From an optimization exercise on the open Yosys and OpenROAD flow, aimed at small area and a short achievable clock period; shortcuts taken in it are not production practice.
In this exercise RTL edits were held to simulation tests only and were not proved equivalent to the original.

==> flow/design.v (outline; a module is shown in full before it is edited, if it fits) <==
// module ALU: 2263 lines
module ALU (
    input             clk,
    input             rst,
    input             i_vld,
    input      [31:0] i_a,
    input      [31:0] i_b,
    input             opcode,
    output reg [31:0] o_res,
    output reg        o_res_vld,
    output reg        overflow
);
  // ...
==> flow/run.sh <==
#!/bin/bash
# synth_recipe.tcl (not shown) runs the flow's synth.tcl, then flattens the netlist and writes it again
# the make line also repeats each setting of config.mk as NAME=value (left out here)
make -C /OpenROAD-flow-scripts/flow DESIGN_CONFIG=/design/flow/config.mk WORK_HOME=/design/flow/orfs CLKGATE_MAP_FILE= SYNTH_SCRIPT=/design/flow/synth_recipe.tcl finish
==> flow/config.mk <==
export PLATFORM = sky130hd
export DESIGN_NAME = ALU
export DESIGN_NICKNAME = ALU
export VERILOG_FILES = /design/flow/design.v
export SDC_FILE = /design/flow/constraint.sdc
export NUM_CORES = 4
export LEC_CHECK = 0
export CAP_MARGIN = 20
export CORE_MARGIN = 2
export CORE_UTILIZATION = 40
export PLACE_DENSITY = 0.6
export SLEW_MARGIN = 20
==> flow/constraint.sdc <==
create_clock -name core_clock -period 9.0 [get_ports {clk}]
set_input_delay 1.8000 -clock core_clock [delete_from_list [all_inputs] [get_ports {clk}]]
set_output_delay 1.8000 -clock core_clock [all_outputs]
set_load 0.01 [all_outputs]
==> metrics list, run 1 <==
* Run status: complete, no violations
* RR Endpoint: p3[22]$_DFF_P_
- Of the total standard cell area in the layout, the sequential portion is 0.214.
- Most common library cells after synthesis: 430 x sky130_fd_sc_hd__nor2_1, 424 x sky130_fd_sc_hd__a21oi_1, 424 x sky130_fd_sc_hd__dfxtp_1, 387 x sky130_fd_sc_hd__clkbuf_1, 372 x sky130_fd_sc_hd__inv_1
* Number of global-route vias before repair: 33500
- In the final routing, the length of wire on met1 measures 54800 microns.
- The floorplan has 111 rows.
* Initial standard-cell utilization of the core: 0.403
- For this run the aggregate overflow at the end of global routing stands at 0.
- Post-route cell area: 0.0404 sq mm
- The number of gates resized after CTS was 0.
* Post-synth top area share: 0.231
- The worst pin sits at a relative slew slack of 0.209.
* Number of warnings reported in the yosys synthesis log: 1
- Clock transition at the registers of the reported paths: 0.06 ns
- Flip-flop count of the largest register after layout: 179
- Setup violations remaining at the end of the flow were counted as 0.
- Across the placement rows, the number of tap cells is 1186.
* Source of the worst register-to-register timing path: t2[71]$_DFF_P_
- After layout, the worst setup slack is 3.31 ns.
* Ordered list of cells on the worst path: inv_1, fa_1, fa_1, inv_1, ha_1, a21oi_1, o21ai_0, a31oi_1, nand2_1, a311oi_1, o31ai_1, a221oi_1, o21ai_0, a211oi_1, mux2i_1, o2111ai_1
- Total clock sinks: 428
- Of the total standard cell area in the layout, the multi-input combinational portion is 0.623.
* CP top delay family: compound AO/OA/AOI/OAI gates
- Final #Nets: 4906
- Hold Path Cell Cnt: 0
* Layout overhead on the synthesized area: 9.75%
- In this run the horizontal extent of the chip is 307 microns.
- The repair_antennas step left the layout with diodes totalling 1.
- In the synthesized netlist, the number of instances is 4560.
- There are 428 flip-flops and latches.
- The region available for standard cell placement spans 0.0914 sq mm.
* Capture point of the worst path: p3[22]$_DFF_P_
- The critical path is of the register to register type.
* Fin. max-slew vios: 0
- Including well taps, the total number of placed cells is 5532.
==> run 2, diff against run 1 <==
--- a/flow/config.mk
+++ b/flow/config.mk
@@ -10,3 +10,4 @@
 export CORE_UTILIZATION = 40
 export PLACE_DENSITY = 0.6
+export SETUP_SLACK_MARGIN = 5
 export SLEW_MARGIN = 20
==> run 2 against run 1 <==
Net effect: worst setup slack better by 1.1 ns; worst hold slack barely moved; clock-buffer cell count increased by 1; sequential share of layout area is 1.1 points lower; clock skew fell by 0.037 ns; register-to-register slack better by 1.1 ns; fmax increased by 24%; routed wire length increased by 3.5%; die area unchanged; via count rose by 2.3%.
==> metrics list, run 2 <==
* Final #Nets: 5012 (+2.2%)
- Initial standard-cell utilization of the core: 0.403 (unchanged)
- Final wirelength: 145000 microns
* Depth of the worst register-to-register path: 18
* CP max-delay cell: sky130_fd_sc_hd__or4_1
- After detailed routing, the number of remaining DRC violations is 0.
* Endpoint kind of the worst setup timing path: register
* Number of unique standard cell types used by synthesis: 87
- Commonest non-fill, non-tap cells in the layout: 410 x sky130_fd_sc_hd__a21oi_1, 407 x sky130_fd_sc_hd__nor2_1, 374 x sky130_fd_sc_hd__dfxtp_1
- The endpoint identified for the worst register-to-register timing path is sz3$_DFF_P_.
- The tightest hold path in the finished design has a slack of 0.326 ns.
- Setup crit start kind: register
* Register bit total from synthesis: 428
- Share of cells above drive strength 1: 0.131
* Number of global-route vias before repair: 33700 (+0.68%)
* Standard-cell rows: 111 (unchanged)
- TritonCTS built the clock tree.
- Fin. Hold Viols: 0
* Fin crit period: 4.59 ns
* First-pass GRT wire length: 213000 microns
- The register with the most flip-flops in the final layout is t2.
* Most common library cells after synthesis: 430 x sky130_fd_sc_hd__nor2_1, 424 x sky130_fd_sc_hd__a21oi_1, 424 x sky130_fd_sc_hd__dfxtp_1, 387 x sky130_fd_sc_hd__clkbuf_1, 372 x sky130_fd_sc_hd__inv_1
- The width of the die is 307 microns (unchanged).
* Most prevalent standard cell on the critical path: sky130_fd_sc_hd__or4_1
* Normalized max-slew margin: 0.308 (+0.0987)
* CP top delay family: simple AND/OR/NAND/NOR gates
- At the worst endpoint, the required time is 9.53 ns.
- The flow ran to the end and the layout has no timing, DRC or antenna violations.
* Worst path setup slack after routing: 4.41 ns (+1.10 ns)
- The flip-flop count of the largest register, all copies and words added is 179 (unchanged).
- The count of buffers added on input and output ports is 101.
- Fraction of registers with async set/reset: 0.00935
* Clock buffer depth: 3
* Top cells by area, synth: sky130_fd_sc_hd__dfxtp_1 23%, sky130_fd_sc_hd__fa_1 14%, sky130_fd_sc_hd__ha_1 6.4%
- For this run, the total global-route usage over all layers was measured as 0.294.
- Number of buffers inserted during clock tree synthesis: 47
- Clock insertion delay at the later pin of the skew report: 0.62 ns
* Source of the worst register-to-register timing path: S2[4]$_DFF_P_
- Filler Cells Inserted: 8758
* Placeable core area: 0.0914 sq mm (unchanged)
- Worst min-delay path category: register to register
- The floorplan step defined a die boundary enclosing 0.0944 sq mm.
- Top-Level Pins: 102
- The final setup violation count came to 0 (unchanged).
- Using the TritonRoute via totals, the vias-per-cell ratio works out to 6.23.
- In this run the cell area of the synthesized design comes to 0.0368 sq mm.
* Post-detailed-placement half-perimeter wirelength: 94800 microns
* Critical Path Source: S2[4]$_DFF_P_
- GRT Residual Overflow: 0 (unchanged)
- Most used DFF post-synth: sky130_fd_sc_hd__dfxtp_1
- Portion of the post-synthesis area used by sequential elements: 0.233
* Per-instance average area after synthesis: 8.07 sq um
- Slowest stage delay, CP: 0.52 ns
* Worst hold path startpoint: op2$_DFF_P_
- The top cell type's share of synthesized area came to 0.231 (unchanged).
- Following the worst setup path forward leads to its endpoint at sz3$_DFF_P_.
- The total number of clock tree sinks is 428 (unchanged).
* Die boundary height: 307 microns
- At the pin with the least slew margin, the transition time is 1.04 ns.
- Final weighted congestion in routability-driven placement: 0.960
- Setup repair after global routing could not meet its margin everywhere.
- Number of flops mapped to enable cells by yosys: 0
* Reg-to-reg setup timing slack: 4.41 ns
* Number of optimization iterations in the first detailed-route pass: 13
* Category of the most critical setup path: register to register
- The library cell used most frequently in the layout, excluding fill and tap cells, is sky130_fd_sc_hd__a21oi_1.
- The tool flagged a number of max-cap violations equal to 0.
* Ordered list of cells on the worst path: nor3_4, buf_4, nand2_1, nor3_4, nor2_1, xnor2_1, ha_1, o21a_1, o21a_1, o21ai_1, o21ba_4, o31ai_4, xor2_1, or4_1, or4_1, or4_1, or4b_4, nor4b_2
- The instance count of the mapped netlist is 4560 (unchanged).
- Hold-fix buffer count after cts: 0
* Final worst clock skew: 0.0226 ns
* Setup TNS: 0 ns
- Area taken by multi-input logic gates: 0.0263 sq mm
- Fin. max-slew vios: 0 (unchanged)
- CTS built an H-tree with a depth of 2.
- Fmax: 218 MHz
- Number of warnings reported in the yosys synthesis log: 1 (unchanged)
- Critical path depth: 18
* Most common cell in the netlist: sky130_fd_sc_hd__nor2_1
- Antenna violations before repair: 5
* Detailed router's first-iteration violation count: 4735
- Number of buffers and inverters on the critical path: 1
- When the netlist entered floorplanning its net count stood at 5070.
* Detail Route Antenna Nets: 0
* Clock transition at the registers of the reported paths: 0.06 ns (about the same)
- Data arrives at the worst endpoint at 5.12 ns.
* Maximum fanout encountered on the critical timing path: 4
* Register cell area after layout: 0.00867 sq mm
* Largest area contributor in the netlist: sky130_fd_sc_hd__dfxtp_1
- Once layout is complete, the cells apart from fillers number 5727.
- Pre-CTS setup slack: 4.00 ns
- Final Cycle Share: 0.510
* Layout overhead on the synthesized area: 16.1%
- The count of placed standard cells including taps is 5525 (-0.13%).
- Entering global routing, the biggest net connects 76 pins.
- Vias after detailed routing: 35700
* Post-detailed-route wirelength per cell: 25.2 microns
- The root buffer cell chosen for the clock tree is sky130_fd_sc_hd__clkbuf_16.
-- run 2: cell counts after synthesis --
Identical to the previous run, type by type.
-- run 2: worst min-delay path by stage --
stage / endpoint / slack [ns] / cells after the start
2_1_floorplan: expL3[0]$_DFF_P_ / 0.31 / 0
6_report: op3$_DFF_P_ / 0.33 / 0
4_1_cts: expm3[1]$_DFF_P_ / 0.33 / 0
3_3_place_gp: expL3[0]$_DFF_P_ / 0.31 / 0
5_1_grt: inf3$_DFF_P_ / 0.33 / 0
3_5_place_dp: zero3$_DFF_P_ / 0.31 / 0
-- run 2: metrics by stage --
step | util | area, sq um
CTS | 0.454 | 41500
detailed placement | 0.424 | 38700
finish | 0.468 | 42700
floorplan | - | 36900
global route | 0.468 | 42700
global placement | 0.424 | 38700
-- run 2: logic make-up after synthesis --
logic type / Yosys count / share of synthesized area
compound gates: 1565 / 0.274
simple gates: 943 / 0.113
buf+inv: 832 / 0.0851
fa+ha+maj: 450 / 0.204
flops: 428 / 0.233
xor+xnor: 182 / 0.0435
mux: 160 / 0.0470
-- run 2: layout make-up --
| class | instances | area share |
|---|---|---|
| multi-input cells | 3301 | 0.616 |
| flip-flops and latches | 428 | 0.203 |
| repair buffers | 341 | 0.0735 |
| well taps | 1186 | 0.0347 |
| inverters | 383 | 0.0341 |
| clock buffers | 70 | 0.0338 |
| clock inverters | 17 | 0.00506 |
| diodes | 1 | 0.0000585 |
-- run 2: what timing repair did --
action / CTS / global route
pin swaps: 54 / 89
gates cloned: 4 / 8
gates resized for setup: 130 / 157
buffers inserted: 39 / 63
setup endpoints to repair: 161 / 124
-- run 2: routing by layer --
layer	vias to the layer above	wire, microns	GRT usage	share of wire
li1	16000	-	-	-
met1	17000	56300	0.370	0.39
met2	2206	64100	0.467	0.44
met3	534	15100	0.0729	0.10
met4	2	9060	0.153	0.063
met5	-	19	0	0.00013
==> run 3, diff against run 2 <==
--- a/flow/config.mk
+++ b/flow/config.mk
@@ -6,8 +6,9 @@
 export NUM_CORES = 4
 export LEC_CHECK = 0
+export ABC_AREA = 1
 export CAP_MARGIN = 20
 export CORE_MARGIN = 2
-export CORE_UTILIZATION = 40
-export PLACE_DENSITY = 0.6
+export CORE_UTILIZATION = 55
+export PLACE_DENSITY = 0.7
 export SETUP_SLACK_MARGIN = 5
 export SLEW_MARGIN = 20
==> run 3 against run 2 <==
Net effect: synthesized area shrank 11%; clock skew shrank 0.0017 ns; still clean on timing, DRC and antenna; critical endpoint is now t2[74]$_DFF_P_; global-route usage grew 5.4 points; non-clock buffer count shrank 168; sequential share of layout area grew 3.4 points.
==> metrics list, run 3 <==
- The flow ran to the end and the layout has no timing, DRC or antenna violations.
- Final worst clock skew: 0.0209 ns (-0.00175 ns)
* Ordered list of cells on the worst path: buf_4, nor2_1, nor2_1, clkinvlp_2, o22ai_1, xor2_1, ha_1, inv_1, fa_1, inv_1, fa_1
- The maximum frequency from static timing analysis came to 245 MHz (+13%).
- Finish-stage setup viols: 0 (unchanged)
- Final wirelength: 108000 microns (-26%)
- The width of the die came to 247 microns (-19%).
- Depth of the worst register-to-register path: 11 (-7)
- Commonest non-fill, non-tap cells in the layout: 580 x sky130_fd_sc_hd__nand2_1, 524 x sky130_fd_sc_hd__inv_1, 420 x sky130_fd_sc_hd__dfxtp_1
* Synthesized netlist net count: 4569 (-9.9%)
- The number of flip-flops and latches in the synthesized netlist was 428 (unchanged).
* Placeable core area: 0.0588 sq mm (-36%)
- The last weighted congestion value of the routability-driven placer was 1.03 (+7.7%).
* Maximum fanout encountered on the critical timing path: 16 (+12)
- The worst setup path is launched from a register.
- The relative slew slack is 0.228 (-0.0799).
* Antenna violations before repair: 0 (-5)
* Per-instance average area after synthesis: 8.03 sq um (-0.49%)
* Category of the most critical setup path: register to register
- Layout overhead on the synthesized area: 11.4%
- The routed metal-1 wirelength was 40300 microns (-28%).
- Most common library cells after synthesis: 586 x sky130_fd_sc_hd__nand2_1, 528 x sky130_fd_sc_hd__inv_1, 424 x sky130_fd_sc_hd__dfxtp_1, 371 x sky130_fd_sc_hd__xor2_1, 281 x sky130_fd_sc_hd__o22ai_1
* GRT Residual Overflow: 0 (unchanged)
- Met2 Routed Length: 47400 microns (-26%)
* Dominant combinational cell family by area after synthesis: adder cells
* Detail Route Antenna Nets: 0 (unchanged)
- Standard-cell rows: 89 (-20%)
- Post-synth top area share: 0.260 (+0.0298)
- The largest stage delay on the critical path came to 0.77 ns (+0.25 ns).
- The routed length per instance was 22.0 microns (-13%).
* Final Cycle Share: 0.453 (-0.0574)
- Fin. max-slew vios: 0 (unchanged)
* Clock tree from TritonCTS: yes
- CP max-delay cell: sky130_fd_sc_hd__clkinvlp_2
* Setup TNS: 0 ns (unchanged)
- Largest net degree at the start of global routing: 77 (+1.3%)
- Post-detailed-placement half-perimeter wirelength: 74400 microns (-21%)
* Fin. Hold Viols: 0 (unchanged)
* Post-Syn Area: 0.0326 sq mm (-11%)
* Met3 layer wire length in the routed design: 11600 microns (-24%)
- The number of different library cells in the post-synthesis netlist is 63 (-28%).
- The number of max-cap violations was 0 (unchanged).
* Portion of the post-synthesis area used by sequential elements: 0.263 (+0.0301)
- Synthesized netlist cell count: 4059 (-11%)
- The final standard cell utilization of the core is 0.618 (+0.150).
- Commonest non-fill, non-tap cell in the layout: sky130_fd_sc_hd__nand2_1
- The net total in the final layout was 4587 (-8.5%).
- CP top delay family: adder cells
* XOR/XNOR share of the synthesized area: 0.111 (+0.0677)
- The count of input and output buffers is 101 (unchanged).
- The post-synthesis adder-cell area fraction is 0.228 (+0.0239).
* Hold Path Cell Cnt: 0 (unchanged)
- Die boundary height: 247 microns (-19%)
- Required time of the critical path: 9.48 ns (-0.05 ns)
* Uppermost routed layer: met4
* Number of diodes added for antenna fixing: 0 (-1)
- The simple-gate area share of the yosys netlist was 0.158 (+0.0445).
* Unrepaired setup endpoints after global routing: yes
- Count of placed standard cells including taps: 4781 (-13%)
* Endpoint kind of the worst setup timing path: register
* Clock buffer depth: 3 (unchanged)
- Number of buffers inserted during clock tree synthesis: 46 (-2.1%)
* Top cells by area, synth: sky130_fd_sc_hd__dfxtp_1 26%, sky130_fd_sc_hd__fa_1 16%, sky130_fd_sc_hd__xor2_1 10%
* Instance area after placement: 0.0342 sq mm (-12%)
- Slew at the pin closest to its max-slew limit: 1.15 ns (+0.115 ns)
* Most common cell in the netlist: sky130_fd_sc_hd__nand2_1
- Clock insertion delay at the later pin of the skew report: 0.60 ns (-0.02 ns)
* Pre-CTS setup slack: 4.14 ns (+0.142 ns)
* Mux cell area share after synthesis: 0.00123 (-0.0457)
- The H-tree level count is 2 (unchanged).
- The full die area is 0.0612 sq mm (-35%).
* Number of global-route vias before repair: 28700 (-15%)
- Fraction of registers with async set/reset: 0.00935 (unchanged)
- The total number of clock tree sinks was 428 (unchanged).
* Number of warnings reported in the yosys synthesis log: 1 (unchanged)
- The number of synthesized flops with an enable pin is 0 (unchanged).
- In this run the most critical hold path is launched from nan2$_DFF_P_.
- Share of cells above drive strength 1: 0.0715 (-0.0600)
* Most used DFF post-synth: sky130_fd_sc_hd__dfxtp_1
- Data arrival time of the worst path: 4.56 ns (-0.56 ns)
* Initial standard-cell utilization of the core: 0.554 (+0.152)
* Fin crit period: 4.08 ns (-0.516 ns)
* Largest Register: t2
* Clock transition at the registers of the reported paths: 0.07 ns (about the same)
* Hold slack: 0.315 ns (-0.0110 ns)
- The count of routing violations after the opening detailed-route iteration came to 2982 (-37%).
* Reg-to-reg setup timing slack: 4.92 ns (+0.52 ns)
- The startpoint identified for the worst register-to-register timing path is b1[13]$_DFF_P_.
- Vias after detailed routing: 29100 (-18%)
- The buffers plus inverters on the worst setup path came to 4 (+3).
* Final Non-Filler Cells: 4886 (-15%)
* Worst min-delay path category: register to register
- Post-route cell area: 0.0363 sq mm (-15%)
- Worst path setup slack after routing: 4.92 ns (+0.516 ns)
* Endpoint, Worst Hold: nan3$_DFF_P_
- First-pass GRT wire length: 163000 microns (-23%)
- The first-pass iteration count of the detailed router was 7 (-6).
- Top-Level Pins: 102 (unchanged)
- Post-DR vias/cell: 5.96 (-4.4%)
- The flip-flop count of the largest register, all copies and words added came to 179 (unchanged).
- Share of the synthesized area in compound gates (AO/OA/AOI/OAI): 0.145 (-0.129)
- Clock tree root buffer cell: sky130_fd_sc_hd__clkbuf_16
- The overall track demand over capacity in global routing was 0.349 (+0.0542).
- Largest area contributor in the netlist: sky130_fd_sc_hd__dfxtp_1
- The remaining routing DRC violations is 0 (unchanged).
* RR Endpoint: t2[74]$_DFF_P_
-- run 3: cell types whose count changed after synthesis, moves of 182 or more --
cell                       before  now
sky130_fd_sc_hd__nand3_1       44  226
sky130_fd_sc_hd__xor2_1        61  371
sky130_fd_sc_hd__a21oi_1      424  181
sky130_fd_sc_hd__nor2_1       430  230
sky130_fd_sc_hd__o22ai_1       58  281
sky130_fd_sc_hd__a22oi_1      195    5
sky130_fd_sc_hd__nand2_1      238  586
sky130_fd_sc_hd__clkbuf_1     387  160
-- run 3: area by class of cell --
cell class	instances	area, sq um
repair inverters	3	17.5
clock inverters	23	354
flip-flops and latches	428	8590
repair buffers	173	1630
fillers	5216	22500
inverters	576	2190
clock buffers	61	1320
multi-input cells	2849	21200
well taps	773	967
-- run 3: timing repair --
action / in CTS / in global routing
gates resized for setup: 23 / 36
cloned: 1 / 8
setup buffers: 1 / 9
hold buffers: 0 / 0
pin swaps: 3 / 10
setup endpoints to repair: 82 / 106
-- run 3: metal layers --
layer | global-route usage | vias up
met5 | 0 | -
met4 | 0.232 | 0
met3 | 0.0768 | 476
met2 | 0.555 | 1717
met1 | 0.425 | 13600
li1 | - | 13300
-- run 3: logic make-up after synthesis --
family | after synthesis
flip-flops | 428
AND/OR/NAND/NOR | 1189
multiplexers | 4
XOR/XNOR | 414
adder cells (fa/ha/maj) | 442
AO/OA/AOI/OAI | 795
buffers and inverters | 787
-- run 3: worst max-delay path by stage --
stage                               from              end  cells past startpoint
after CTS                 t2[75]$_DFF_P_   p3[21]$_DFF_P_                     15
final                     b1[13]$_DFF_P_   t2[74]$_DFF_P_                     11
after floorplan           b1[15]$_DFF_P_  t2[106]$_DFF_P_                     10
after detailed placement  t2[75]$_DFF_P_   p3[21]$_DFF_P_                     15
after global routing       S2[0]$_DFF_P_      sz3$_DFF_P_                     22
after global placement    t2[71]$_DFF_P_   p3[21]$_DFF_P_                     15
==> run 4, diff against run 3 <==
--- a/flow/config.mk
+++ b/flow/config.mk
@@ -9,6 +9,7 @@
 export CAP_MARGIN = 20
 export CORE_MARGIN = 2
-export CORE_UTILIZATION = 55
-export PLACE_DENSITY = 0.7
+export CORE_UTILIZATION = 40
+export CTS_BUF_LIST = sky130_fd_sc_hd__clkbuf_4 sky130_fd_sc_hd__clkbuf_8
+export PLACE_DENSITY = 0.6
 export SETUP_SLACK_MARGIN = 5
 export SLEW_MARGIN = 20
==> run 4 against run 3 <==
Net effect: design area rose by 0.84%; sequential share of layout area down 0.20 points; synthesized area stayed put; critical path type unchanged.
==> metrics list, run 4 <==
- The core box area is 0.0805 sq mm (+37%).
- Top cells by area, synth: sky130_fd_sc_hd__dfxtp_1 26%, sky130_fd_sc_hd__fa_1 16%, sky130_fd_sc_hd__xor2_1 10%
- The largest clock skew in the final design was 0.0607 ns (+0.0399 ns).
- The endpoint required time on the critical path was 9.57 ns (+0.09 ns).
- The complex-gate fraction of the synthesized area is 0.145 (unchanged).
* Clock transition at the registers of the reported paths: 0.06 ns (about the same)
- The count of routing violations after the opening detailed-route iteration came to 2878 (-3.5%).
- Hold-fix buffer count after cts: 0 (unchanged)
- The post-synthesis adder-cell area fraction is 0.228 (unchanged).
* Clock buffer depth: 3 (unchanged)
* Largest area contributor in the netlist: sky130_fd_sc_hd__dfxtp_1
* DIE AREA: 0.0838 sq mm (+37%)
- The number of rows in the core area came to 104 (+17%).
- Endpoint, Worst Hold: expm3[7]$_DFF_P_
- Number of levels the H-tree was split into: 3 (+1)
- The routed length per instance is 22.5 microns (+1.9%).
- Vias after detailed routing: 29300 (+0.42%)
- The transition time of the tightest slew-check pin came to 1.18 ns (+0.0324 ns).
- Leaving out fill and tap cells, the most frequent cells in the layout are 584 x sky130_fd_sc_hd__nand2_1, 524 x sky130_fd_sc_hd__inv_1, 421 x sky130_fd_sc_hd__dfxtp_1.
* Fraction of registers with async set/reset: 0.00935 (unchanged)
- STA classifies the critical path startpoint as a register.
- Post-Syn Area: 0.0326 sq mm (unchanged)
* Number of optimization iterations in the first detailed-route pass: 6 (-1)
- Area taken by multi-input logic gates: 0.0212 sq mm (-0.15%)
* Unrepaired setup endpoints after global routing: yes
- Data arrival time of the worst path: 4.62 ns (+0.06 ns)
- Mux cell area share after synthesis: 0.00123 (unchanged)
* Number of flops mapped to enable cells by yosys: 0 (unchanged)
* Post-route core utilization: 0.455 (-0.163)
* XOR/XNOR share of the synthesized area: 0.111 (unchanged)
- Final Cycle Share: 0.450 (-0.00267)
* Clock insertion delay at the later pin of the skew report: 0.73 ns (+0.13 ns)
- The largest net degree at the start of global routing came to 54 (-30%).
- Fmax: 247 MHz (+0.59%)
- The simple-gate area share of the yosys netlist is 0.158 (unchanged).
- The library cell used most frequently in the layout, excluding fill and tap cells, is sky130_fd_sc_hd__nand2_1.
- Hold Path Cell Cnt: 0 (unchanged)
* Fin. Hold Viols: 0 (unchanged)
- The worst setup path is of the register to register kind.
- Depth of the worst register-to-register path: 10 (-1)
- Die width: 289 microns (+17%)
- Synthesized netlist cell count: 4059 (unchanged)
* Normalized max-slew margin: 0.211 (-0.0177)
* First-pass GRT wire length: 176000 microns (+7.6%)
* Largest Register: t2
- Tot GR Track Use: 0.278 (-0.0709)
- The count of input and output buffers was 101 (unchanged).
* Most used DFF post-synth: sky130_fd_sc_hd__dfxtp_1
- TritonCTS built the clock tree.
* Share of cells above drive strength 1: 0.0837 (+0.0123)
- GRT Residual Overflow: 0 (unchanged)
- The number of global-route vias before repair was 28900 (+0.86%).
- The max-slew violation count is 0 (unchanged).
- Most common cell in the netlist: sky130_fd_sc_hd__nand2_1
- The total of warnings raised by yosys was 1 (unchanged).
* Reg-to-reg setup timing slack: 4.95 ns (+0.02 ns)
* Final #Nets: 4617 (+0.65%)
* Synthesized netlist net count: 4569 (unchanged)
- The average instance area after synthesis came to 8.03 sq um (unchanged).
- Endpoint kind of the worst setup timing path: register
- Clock tree root buffer cell: sky130_fd_sc_hd__clkbuf_8
- Portion of the post-synthesis area used by sequential elements: 0.263 (unchanged)
- The via density per instance was 5.59 (-6.2%).
- The worst register-to-register path begins at b1[7]$_DFF_P_.
- By count the netlist is led by 586 x sky130_fd_sc_hd__nand2_1, 528 x sky130_fd_sc_hd__inv_1, 424 x sky130_fd_sc_hd__dfxtp_1, 371 x sky130_fd_sc_hd__xor2_1, 281 x sky130_fd_sc_hd__o22ai_1.
- Critical Path Source: b1[7]$_DFF_P_
- Number of buffers inserted during clock tree synthesis: 79 (+72%)
- # DRC: 0 (unchanged)
- The number of flip-flops and latches in the synthesized netlist came to 428 (unchanged).
- Filler Cells Inserted: 8001 (+53%)
* Maximum Capacitance Violations: 0 (unchanged)
- The area growth from synthesis to layout is 12.3%.
- The setup TNS was 0 ns (unchanged).
- The sequential cell area came to 0.00859 sq mm (about the same).
* Dominant combinational cell family by area after synthesis: adder cells
- Post-detailed-placement half-perimeter wirelength: 81300 microns (+9.2%)
- Flip-flop count of the largest register after layout: 179 (unchanged)
* Worst min-delay path category: register to register
- The number of different library cells in the post-synthesis netlist was 63 (unchanged).
- Final weighted congestion in routability-driven placement: 0.976 (-5.5%)
* Detail Route Antenna Nets: 0 (unchanged)
* Worst hold path startpoint: expm2[7]$_DFF_P_
- Fin crit period: 4.05 ns (-0.0241 ns)
* Pre-CTS setup slack: 4.25 ns (+0.107 ns)
* Final wirelength: 117000 microns (+9.1%)
- RR Endpoint: t2[118]$_DFF_P_
- Die boundary height: 289 microns (+17%)
- Top-Level Pins: 102 (unchanged)
- The top cell type's share of synthesized area was 0.260 (unchanged).
- Total clock sinks: 428 (unchanged)
* Initial standard-cell utilization of the core: 0.405 (-0.150)
- The number of antenna violations at the first check in global routing came to 3 (+3).
- The final setup violation count came to 0 (unchanged).
- The run finished with no timing, DRC or antenna violations.
- The minimum setup slack in the final design was 4.95 ns (+0.0241 ns).
* Maximum fanout encountered on the critical timing path: 23 (+7)
## run 4: cell types whose count changed in the layout (fill, tap and decap cells not counted), sizes merged, moves of 4 or more
cell / previous run / this run
bufinv: 7 / 1
clkbuf: 62 / 115
clkinv: 35 / 44
clkinvlp: 11 / 16
diode: 0 / 4
inv: 549 / 545
## run 4: how the worst max path moves through the flow
stage | end | depth (start not counted)
6_report | t2[118]$_DFF_P_ | 10
5_1_grt | t2[118]$_DFF_P_ | 11
4_1_cts | t2[114]$_DFF_P_ | 10
3_5_place_dp | S2[9]$_DFF_P_ | 17
3_3_place_gp | L2[3]$_DFF_P_ | 17
2_1_floorplan | t2[106]$_DFF_P_ | 10
## run 4: final cells by class
| type | instances | share of cell area |
|---|---|---|
| well taps | 1060 | 0.0362 |
| repair inverters | 3 | 0.000615 |
| diodes | 4 | 0.000273 |
| inverters | 576 | 0.0599 |
| multi-input cells | 2850 | 0.579 |
| clock buffers | 115 | 0.0408 |
| repair buffers | 169 | 0.0426 |
| flip-flops and latches | 428 | 0.235 |
| clock inverters | 27 | 0.00557 |
## run 4: repair_timing
action	in CTS	in global routing
buffers inserted	0	9
gates resized for setup	11	43
endpoints found under the setup margin	88	126
cloned	2	7
pin swaps	2	2
## run 4: critical path, cell delays in order, from the launching register on
cell and delay [ns]:
sky130_fd_sc_hd__dfxtp_1 0.30, sky130_fd_sc_hd__buf_4 0.46, sky130_fd_sc_hd__nor2_1 0.22, sky130_fd_sc_hd__a21oi_4 0.83
sky130_fd_sc_hd__o22ai_1 0.18, sky130_fd_sc_hd__xor2_1 0.20, sky130_fd_sc_hd__fa_1 0.56, sky130_fd_sc_hd__inv_1 0.07
sky130_fd_sc_hd__fa_1 0.56, sky130_fd_sc_hd__inv_1 0.06, sky130_fd_sc_hd__fa_1 0.44
## run 4: kinds of logic (layout without fill, tap and decap cells)
family,count (synthesis),count (layout)
simple gates,1189,1191
compound gates,795,799
buf+inv,787,890
fa+ha+maj,442,442
flops,428,428
xor+xnor,414,414
mux,4,4
other cells,0,4
## run 4: layer usage
metal	GRT usage	wire [microns]	up-vias
met5	0	8	-
met4	0.125	5820	2
met3	0.0691	11900	360
met2	0.438	51600	1589
met1	0.359	48100	13900
li1	-	-	13400
## run 4: stage by stage
| stage | instances | area [sq um] | hold WS (ns) |
|---|---|---|---|
| 6_report | 5232 | 36600 | 0.325 |
| 5_1_grt | 5230 | 36600 | 0.329 |
| 4_1_cts | 5211 | 36300 | 0.327 |
| 2_1_floorplan | 4059 | 32600 | 0.310 |
| 3_3_place_gp | 5067 | 34600 | 0.311 |
| 3_5_place_dp | 5067 | 34600 | 0.312 |
==> run 5, diff against run 4 <==
--- a/flow/config.mk
+++ b/flow/config.mk
@@ -10,5 +10,4 @@
 export CORE_MARGIN = 2
 export CORE_UTILIZATION = 40
-export CTS_BUF_LIST = sky130_fd_sc_hd__clkbuf_4 sky130_fd_sc_hd__clkbuf_8
 export PLACE_DENSITY = 0.6
 export SETUP_SLACK_MARGIN = 5
==> run 5 against run 4 <==
Net effect: global-route usage down 0.27 points; synthesized area unchanged; clock skew is 0.045 ns lower; largest cell class unchanged.
==> metrics list, run 5 <==
- The max-slew violation count came to 0 (unchanged).
- Pre-CTS setup slack: 4.25 ns (unchanged)
- Commonest non-fill, non-tap cell in the layout: sky130_fd_sc_hd__nand2_1
- Post-DR vias/cell: 5.61 (+0.38%)
- The overall track demand over capacity in global routing is 0.275 (-0.00270).
- The final worst-path cycle share came to 0.447 (-0.00316).
- Largest net degree at the start of global routing: 54 (unchanged)
- Fin. Hold Viols: 0 (unchanged)
- Most common cell in the netlist: sky130_fd_sc_hd__nand2_1
- Number of unique standard cell types used by synthesis: 63 (unchanged)
- The half-perimeter wire length of the detailed placement result is 81300 microns (unchanged).
* Die boundary height: 289 microns (unchanged)
- Largest Register: t2
- Vias after detailed routing: 29000 (-0.70%)
* Instance area after placement: 0.0346 sq mm (unchanged)
- Maximum fanout encountered on the critical timing path: 12 (-48%)
* Data arrival time of the worst path: 4.51 ns (-0.11 ns)
- Count of input and output buffers: 101 (unchanged)
- Detail Route Antenna Nets: 0 (unchanged)
* Required time of the critical path: 9.49 ns (-0.08 ns)
- Endpoint kind of the worst setup timing path: register
* Normalized max-slew margin: 0.199 (-0.0116)
- Number of optimization iterations in the first detailed-route pass: 7 (+1)
* Top cells by area, synth: sky130_fd_sc_hd__dfxtp_1 26%, sky130_fd_sc_hd__fa_1 16%, sky130_fd_sc_hd__xor2_1 10%
- The total number of clock tree sinks was 428 (unchanged).
- The area growth from synthesis to layout is 12.6%.
- The final setup violation count is 0 (unchanged).
- Run status: complete, no violations
- Synthesized netlist net count: 4569 (unchanged)
- The number of flip-flops and latches in the synthesized netlist is 428 (unchanged).
- Unrepaired setup endpoints after global routing: yes
* GRT Residual Overflow: 0 (unchanged)
- Filler Cells Inserted: 7970 (-0.39%)
* Per-instance average area after synthesis: 8.03 sq um (unchanged)
- The combined area of all synthesized cells came to 0.0326 sq mm (unchanged).
* Clock tree root buffer cell: sky130_fd_sc_hd__clkbuf_16
* Standard-cell rows: 104 (unchanged)
* Number of levels the H-tree was split into: 2 (-1)
* Detailed router's first-iteration violation count: 3077 (+6.9%)
- The total of warnings raised by yosys was 1 (unchanged).
* Final #Nets: 4584 (-0.71%)
* Portion of the post-synthesis area used by sequential elements: 0.263 (unchanged)
- Die width: 289 microns (unchanged)
- Category of the most critical setup path: register to register
- Maximum Capacitance Violations: 0 (unchanged)
* Setup crit start kind: register
* DIE AREA: 0.0838 sq mm (unchanged)
- Number of global-route vias before repair: 28600 (-1.1%)
* Number of diodes added for antenna fixing: 0 (-4)
* Clock buffer depth: 3 (unchanged)
- Initial standard-cell utilization of the core: 0.405 (unchanged)
- The number of antenna violations at the first check in global routing was 2 (-1).
- The setup TNS came to 0 ns (unchanged).
- In the layout the commonest cells are 584 x sky130_fd_sc_hd__nand2_1, 524 x sky130_fd_sc_hd__inv_1, 421 x sky130_fd_sc_hd__dfxtp_1.
- The minimum period implied by the final worst setup slack came to 4.03 ns (-0.0285 ns).
- TritonCTS built the clock tree.
- The core box area was 0.0805 sq mm (unchanged).
- The remaining routing DRC violations is 0 (unchanged).
- Largest area contributor in the netlist: sky130_fd_sc_hd__dfxtp_1
- The share of cells above drive strength 1 is 0.0705 (-0.0133).
* Slew at the pin closest to its max-slew limit: 1.20 ns (+0.0174 ns)
* Number of buffers inserted during clock tree synthesis: 51 (-35%)
- Top-Level Pins: 102 (unchanged)
- First-pass GRT wire length: 174000 microns (-0.67%)
* Synthesized netlist cell count: 4059 (unchanged)
- Fraction of registers with async set/reset: 0.00935 (unchanged)
- The number of synthesized flops with an enable pin is 0 (unchanged).
- Post-route cell area: 0.0367 sq mm (+0.24%)
- The clock latency on the worst-skew pair came to 0.63 ns (-0.10 ns).
* Worst min-delay path category: register to register
* Post-synth top area share: 0.260 (unchanged)
* Worst path setup slack after routing: 4.97 ns (+0.0285 ns)
- Final worst clock skew: 0.0161 ns (-0.0446 ns)
* Flip-flop count of the largest register after layout: 179 (unchanged)
* Most common library cells after synthesis: 586 x sky130_fd_sc_hd__nand2_1, 528 x sky130_fd_sc_hd__inv_1, 424 x sky130_fd_sc_hd__dfxtp_1, 371 x sky130_fd_sc_hd__xor2_1, 281 x sky130_fd_sc_hd__o22ai_1
- Final weighted congestion in routability-driven placement: 0.976 (unchanged)
- Fmax: 248 MHz (+0.71%)
- The routed length per instance was 22.4 microns (about the same).
- The most used flip-flop cell after synthesis is sky130_fd_sc_hd__dfxtp_1.
- The clock transition time at the flip-flop clock pins of the worst setup and hold paths was 0.06 ns (about the same).
* Final wirelength: 116000 microns (-1.1%)
run 5: cell counts after synthesis:
No cell type changed its count.
run 5: critical path: stages, from the launching register on:
cell,delay [ns]
sky130_fd_sc_hd__dfxtp_1,0.69
sky130_fd_sc_hd__nor2_1,0.21
sky130_fd_sc_hd__nor2_1,0.61
sky130_fd_sc_hd__clkinvlp_4,0.19
sky130_fd_sc_hd__buf_4,0.24
sky130_fd_sc_hd__o22ai_1,0.20
sky130_fd_sc_hd__xor2_1,0.21
sky130_fd_sc_hd__fa_1,0.49
sky130_fd_sc_hd__fa_1,0.55
sky130_fd_sc_hd__inv_1,0.05
sky130_fd_sc_hd__fa_1,0.45
run 5: cell families after synthesis:
family / synth area share
simple gates: 0.158
compound gates: 0.145
buf+inv: 0.0935
fa+ha+maj: 0.228
flops: 0.263
xor+xnor: 0.111
mux: 0.00123
run 5: final timing paths:
| check | from | end | slack, ns | depth (start not counted) |
|---|---|---|---|---|
| hold reg to reg | expm2[7]$_DFF_P_ | expm3[7]$_DFF_P_ | 0.32 | 0 |
| setup / recovery | b1[14]$_DFF_P_ | t2[86]$_DFF_P_ | 4.97 | 10 |
| max in group asynchronous | rst | vld2$_DFF_PP0_ | 7.49 | 2 |
| setup reg to reg | b1[14]$_DFF_P_ | t2[86]$_DFF_P_ | 4.97 | 10 |
| min in group asynchronous | rst | o_res_vld$_DFF_PP0_ | 1.36 | 2 |
| hold / removal | expm2[7]$_DFF_P_ | expm3[7]$_DFF_P_ | 0.32 | 0 |
run 5: layout make-up:
| type | count | area (sq um) | share of cell area |
|---|---|---|---|
| multi-input combinational | 2849 | 21200 | 0.577 |
| sequential | 428 | 8590 | 0.234 |
| inverter | 576 | 2190 | 0.0598 |
| timing repair buffer | 166 | 1540 | 0.0419 |
| clock buffer | 70 | 1490 | 0.0406 |
| tap | 1060 | 1330 | 0.0361 |
| clock inverter | 25 | 354 | 0.00965 |
| timing repair inverter | 2 | 15.0 | 0.000409 |
run 5: timing repair:
action                                  in CTS  in global routing
resized for setup                           11                 42
pin swaps                                    2                  2
buffers inserted                             0                  6
gates cloned                                 2                  5
hold buffers                                 0                  0
endpoints found under the setup margin      90                122
run 5: per-stage QoR:
| stage | std cells | util | hold WS, ns |
|---|---|---|---|
| floorplan | 4059 | - | 0.310 |
| detailed placement | 5067 | 0.429 | 0.312 |
| CTS | 5164 | 0.453 | 0.326 |
| global placement | 5067 | 0.429 | 0.311 |
| global route | 5176 | 0.456 | 0.327 |
| finish | 5176 | 0.456 | 0.325 |
run 5: layer usage:
layer	vias to the layer above	GRT usage	wire length, microns	part of all wire
met5	-	0	22	0.00019
met4	4	0.115	5680	0.049
met3	355	0.0631	11700	0.10
met2	1538	0.437	50900	0.44
met1	13800	0.359	47900	0.41
li1	13300	-	-	-
==> run 6, diff against run 5 <==
==> flow/flow/run.sh (new file) <==
#!/bin/bash
# Standard ORFS layout, with timing repair aiming for a shorter period than
# the clock constraint: repair_timing's setup margin is raised so that the
# resizer keeps working on paths that already meet the 9 ns clock.
set -euo pipefail
MARGIN=$(cat flow/margin.txt)
bash standard.sh synth > synth.log 2>&1
bash standard.sh SETUP_SLACK_MARGIN=$MARGIN finish > layout.log 2>&1
==> flow/flow/margin.txt (new file) <==
5.6
==> flow/standard.sh (new file) <==
#!/bin/bash
# synth_recipe.tcl (not shown) runs the flow's synth.tcl, then flattens the netlist and writes it again
# the make line also repeats each setting of config.mk as NAME=value (left out here)
make -C /OpenROAD-flow-scripts/flow DESIGN_CONFIG=/design/flow/config.mk WORK_HOME=/design/flow/orfs CLKGATE_MAP_FILE= SYNTH_SCRIPT=/design/flow/synth_recipe.tcl "${@:-finish}"
--- a/flow/config.mk
+++ b/flow/config.mk
@@ -9,6 +9,5 @@
 export CAP_MARGIN = 20
 export CORE_MARGIN = 2
-export CORE_UTILIZATION = 40
-export PLACE_DENSITY = 0.6
-export SETUP_SLACK_MARGIN = 5
+export CORE_UTILIZATION = 55
+export PLACE_DENSITY = 0.7
 export SLEW_MARGIN = 20
removed: flow/run.sh
==> run 6 against run 5 <==
Net effect: still clean; design area up 5.6%; first-iteration DRC count up 8.0%; sequential cell count unchanged; clock-buffer cell count down 9; register-to-register slack better by 0.05 ns; routed wire length down 1.2%; worst setup slack better by 0.050 ns; critical path type unchanged; critical endpoint is now p3[13]$_DFF_P_.
==> metrics list, run 6 <==
- The min-delay analysis places its worst path in the category register to register.
* Data arrival time of the worst path: 4.51 ns (about the same)
- Detailed router's first-iteration violation count: 3324 (+8.0%)
- The routed length per instance is 23.0 microns (+2.6%).
- The final worst-path cycle share was 0.442 (-0.00560).
* Number of diodes added for antenna fixing: 0 (unchanged)
- The first-pass GRT wire length was 170000 microns (-2.3%).
- Setup repair after global routing could not meet its margin everywhere.
- Most common library cells after synthesis: 586 x sky130_fd_sc_hd__nand2_1, 528 x sky130_fd_sc_hd__inv_1, 424 x sky130_fd_sc_hd__dfxtp_1, 371 x sky130_fd_sc_hd__xor2_1, 281 x sky130_fd_sc_hd__o22ai_1
- DIE AREA: 0.0612 sq mm (-27%)
* Run status: complete, no violations
- The tree is rooted in a sky130_fd_sc_hd__clkbuf_16.
- Fin. max-slew vios: 0 (unchanged)
- Required time of the critical path: 9.53 ns (+0.04 ns)
- The number of different library cells in the post-synthesis netlist was 63 (unchanged).
- The clock transition time at the flip-flop clock pins of the worst setup and hold paths came to 0.07 ns (about the same).
- Slew at the pin closest to its max-slew limit: 0.957 ns (-0.243 ns)
- The instance count of the mapped netlist is 4059 (unchanged).
- Register bit total from synthesis: 428 (unchanged)
- The setup TNS is 0 ns (unchanged).
- Post-synth top area share: 0.260 (unchanged)
- The post-layout instance area came to 0.0388 sq mm (+5.6%).
* Maximum fanout encountered on the critical timing path: 3 (-9)
* Count of input and output buffers: 101 (unchanged)
* Fraction of registers with async set/reset: 0.00935 (unchanged)
- Per-instance average area after synthesis: 8.03 sq um (unchanged)
- The minimum setup slack in the final design is 5.02 ns (+0.0504 ns).
- The flip-flop count of the largest register, all copies and words added was 179 (unchanged).
- Reg-to-reg setup timing slack: 5.02 ns (+0.05 ns)
- Setup crit start kind: register
- Count of placed standard cells including taps: 4781 (-5.6%)
- Initial standard-cell utilization of the core: 0.554 (+0.150)
- Final weighted congestion in routability-driven placement: 1.03 (+5.9%)
- Die width: 247 microns (-15%)
- The relative slew slack is 0.360 (+0.161).
* Filler Cells Inserted: 4872 (-39%)
* Final wirelength: 115000 microns (-1.2%)
* Layout overhead on the synthesized area: 18.9%
* Antenna violations before repair: 1 (-1)
- The filler-free cell count of the finished design is 4986 (-3.7%).
- Maximum Capacitance Violations: 0 (unchanged)
- Clock insertion delay at the later pin of the skew report: 0.61 ns (-0.02 ns)
- Final #Nets: 4687 (+2.2%)
* Synthesized netlist net count: 4569 (unchanged)
- # DRC: 0 (unchanged)
- Most common cell in the netlist: sky130_fd_sc_hd__nand2_1
* GRT Residual Overflow: 0 (unchanged)
* Final worst clock skew: 0.0254 ns (+0.00933 ns)
* Share of cells above drive strength 1: 0.149 (+0.0781)
- The sequential element share of the synthesized area is 0.263 (unchanged).
- Endpoint kind of the worst setup timing path: register
- The maximum frequency from static timing analysis is 252 MHz (+1.3%).
* Fin. Hold Viols: 0 (unchanged)
- The minimum period implied by the final worst setup slack came to 3.98 ns (-0.0504 ns).
- Post-DR vias/cell: 6.07 (+8.2%)
- Largest Register: t2
- The number of synthesized flops with an enable pin was 0 (unchanged).
- Number of warnings reported in the yosys synthesis log: 1 (unchanged)
- Sorting the synthesized cells by area gives the leading types as sky130_fd_sc_hd__dfxtp_1 26%, sky130_fd_sc_hd__fa_1 16%, sky130_fd_sc_hd__xor2_1 10%.
* Finish-stage setup viols: 0 (unchanged)
- Standard-cell rows: 89 (-14%)
- Die boundary height: 247 microns (-15%)
- sky130_fd_sc_hd__dfxtp_1 takes more of the synthesized area than any other cell.
- The count of hold buffers inserted by post-cts repair is 0 (unchanged).
- The post-detailed-placement cell area came to 0.0342 sq mm (-1.1%).
* Clock tree from TritonCTS: yes
- The overall track demand over capacity in global routing is 0.366 (+0.0914).
- Clock buffer depth: 3 (unchanged)
- The top cell types in the final layout, fill and taps aside, are 559 x sky130_fd_sc_hd__nand2_1, 505 x sky130_fd_sc_hd__inv_1, 398 x sky130_fd_sc_hd__dfxtp_1.
- The first-pass iteration count of the detailed router came to 8 (+1).
* Commonest non-fill, non-tap cell in the layout: sky130_fd_sc_hd__nand2_1
* Top-Level Pins: 102 (unchanged)
- The count of antenna-violating nets left after detailed routing was 0 (unchanged).
- Number of levels the H-tree was split into: 2 (unchanged)
- Pre-CTS setup slack: 4.14 ns (-0.107 ns)
* Number of global-route vias before repair: 29500 (+3.1%)
* Most used DFF post-synth: sky130_fd_sc_hd__dfxtp_1
- The total number of clock tree sinks came to 428 (unchanged).
- Post-detailed-placement half-perimeter wirelength: 74400 microns (-8.5%)
- The largest net degree at the start of global routing is 51 (-5.6%).
- Placeable core area: 0.0588 sq mm (-27%)
- Number of buffers inserted during clock tree synthesis: 46 (-9.8%)
- The worst setup path is of the register to register kind.
* Vias after detailed routing: 30300 (+4.3%)
- Post-Syn Area: 0.0326 sq mm (unchanged)
[run 6: cell counts after synthesis]
Identical to the previous run, type by type.
[run 6: timing repair]
action,4_1_cts,5_1_grt
gates resized for setup,197,253
endpoints found under the hold margin,0,0
setup endpoints to repair,201,166
gates cloned,18,5
setup buffers,40,58
pin swaps,41,82
[run 6: cell type report]
type                    instances  area, sq um  area share
clock buffers                  61         1320      0.0340
clock inverters                23          354     0.00914
inverters                     576         2250      0.0581
multi-input cells            2854        22500       0.582
flip-flops and latches        428         8640       0.223
well taps                     773          967      0.0250
repair buffers                266         2650      0.0684
repair inverters                5         30.0    0.000775
[run 6: critical path, stage by stage (launching register included)]
cell                       delay, ns
sky130_fd_sc_hd__dfxtp_1        0.33
sky130_fd_sc_hd__inv_1          0.08
sky130_fd_sc_hd__fa_1           0.49
sky130_fd_sc_hd__fa_1           0.58
sky130_fd_sc_hd__inv_2          0.06
sky130_fd_sc_hd__ha_4           0.28
sky130_fd_sc_hd__nand2_4        0.10
sky130_fd_sc_hd__nor2_4         0.28
sky130_fd_sc_hd__nand2_4        0.11
sky130_fd_sc_hd__nor4_4         0.57
sky130_fd_sc_hd__a21oi_2        0.17
sky130_fd_sc_hd__o21bai_2       0.23
sky130_fd_sc_hd__a21oi_4        0.11
sky130_fd_sc_hd__o21ai_4        0.20
sky130_fd_sc_hd__buf_4          0.15
sky130_fd_sc_hd__xor2_1         0.14
[run 6: kinds of logic after synthesis]
kind of cell / synth area share
buffers and inverters: 0.0935
adder cells (fa/ha/maj): 0.228
multiplexers: 0.00123
AO/OA/AOI/OAI: 0.145
XOR/XNOR: 0.111
AND/OR/NAND/NOR: 0.158
flip-flops: 0.263
[run 6: worst paths after layout]
path | cells past startpoint | from | end
max in group asynchronous | 2 | rst | o_res_vld$_DFF_PP0_
worst max-delay path | 15 | t2[67]$_DFF_P_ | p3[13]$_DFF_P_
worst max register to register | 15 | t2[67]$_DFF_P_ | p3[13]$_DFF_P_
min in group asynchronous | 2 | rst | vld3$_DFF_PP0_
worst min register to register | 0 | nan2$_DFF_P_ | nan3$_DFF_P_
worst min-delay path | 0 | nan2$_DFF_P_ | nan3$_DFF_P_
[run 6: routing by layer]
layer | routed length [microns] | share of wire | global-route usage
met1 | 41400 | 0.36 | 0.441
met2 | 50500 | 0.44 | 0.577
met3 | 13700 | 0.12 | 0.0943
met4 | 9270 | 0.081 | 0.249
met5 | 14 | 0.00012 | 0.00159
[run 6: through the flow]
step,hold slack [ns],util
6_report,0.316,0.659
3_3_place_gp,0.311,0.581
4_1_cts,0.320,0.633
5_1_grt,0.325,0.659
3_5_place_dp,0.312,0.582
2_1_floorplan,0.310,-

-- separate check: timing with driven ports --
The flow's constraints put no driver on any port. The routed layouts listed below were extracted and timed again, unchanged, in two steps. Step 1 sets driving cells, clkbuf_16 on the clock port and buf_2 on the other inputs (assumed; they add their load-dependent delay and slew). Step 2 times the ports against the registers' clock, not the clock port: input delays grow and output delays shrink by t, the midpoint of the rising clock arrivals with the driver on. Three values: ideal, step 1, step 2; two values: the first two.
run	t, ns	setup WS [ns]	clock arrival spread, ns	worst data-port slew with drivers (ns)	pins driven straight from the clock port
run 1	0.682	3.309 / 3.309 / 3.309	0.059 / 0.059	0.14	1
run 2	0.677	4.406 / 4.406 / 4.406	0.023 / 0.024	0.11	1
run 3	0.659	4.922 / 4.922 / 4.922	0.024 / 0.024	0.07	1
run 4	0.760	4.946 / 4.946 / 4.946	0.061 / 0.061	0.07	1
run 5	0.688	4.974 / 4.974 / 4.974	0.017 / 0.017	0.07	1
run 6	0.659	5.025 / 5.025 / 5.025	0.025 / 0.025	0.07	1
After both steps setup and hold are still met in every run listed.
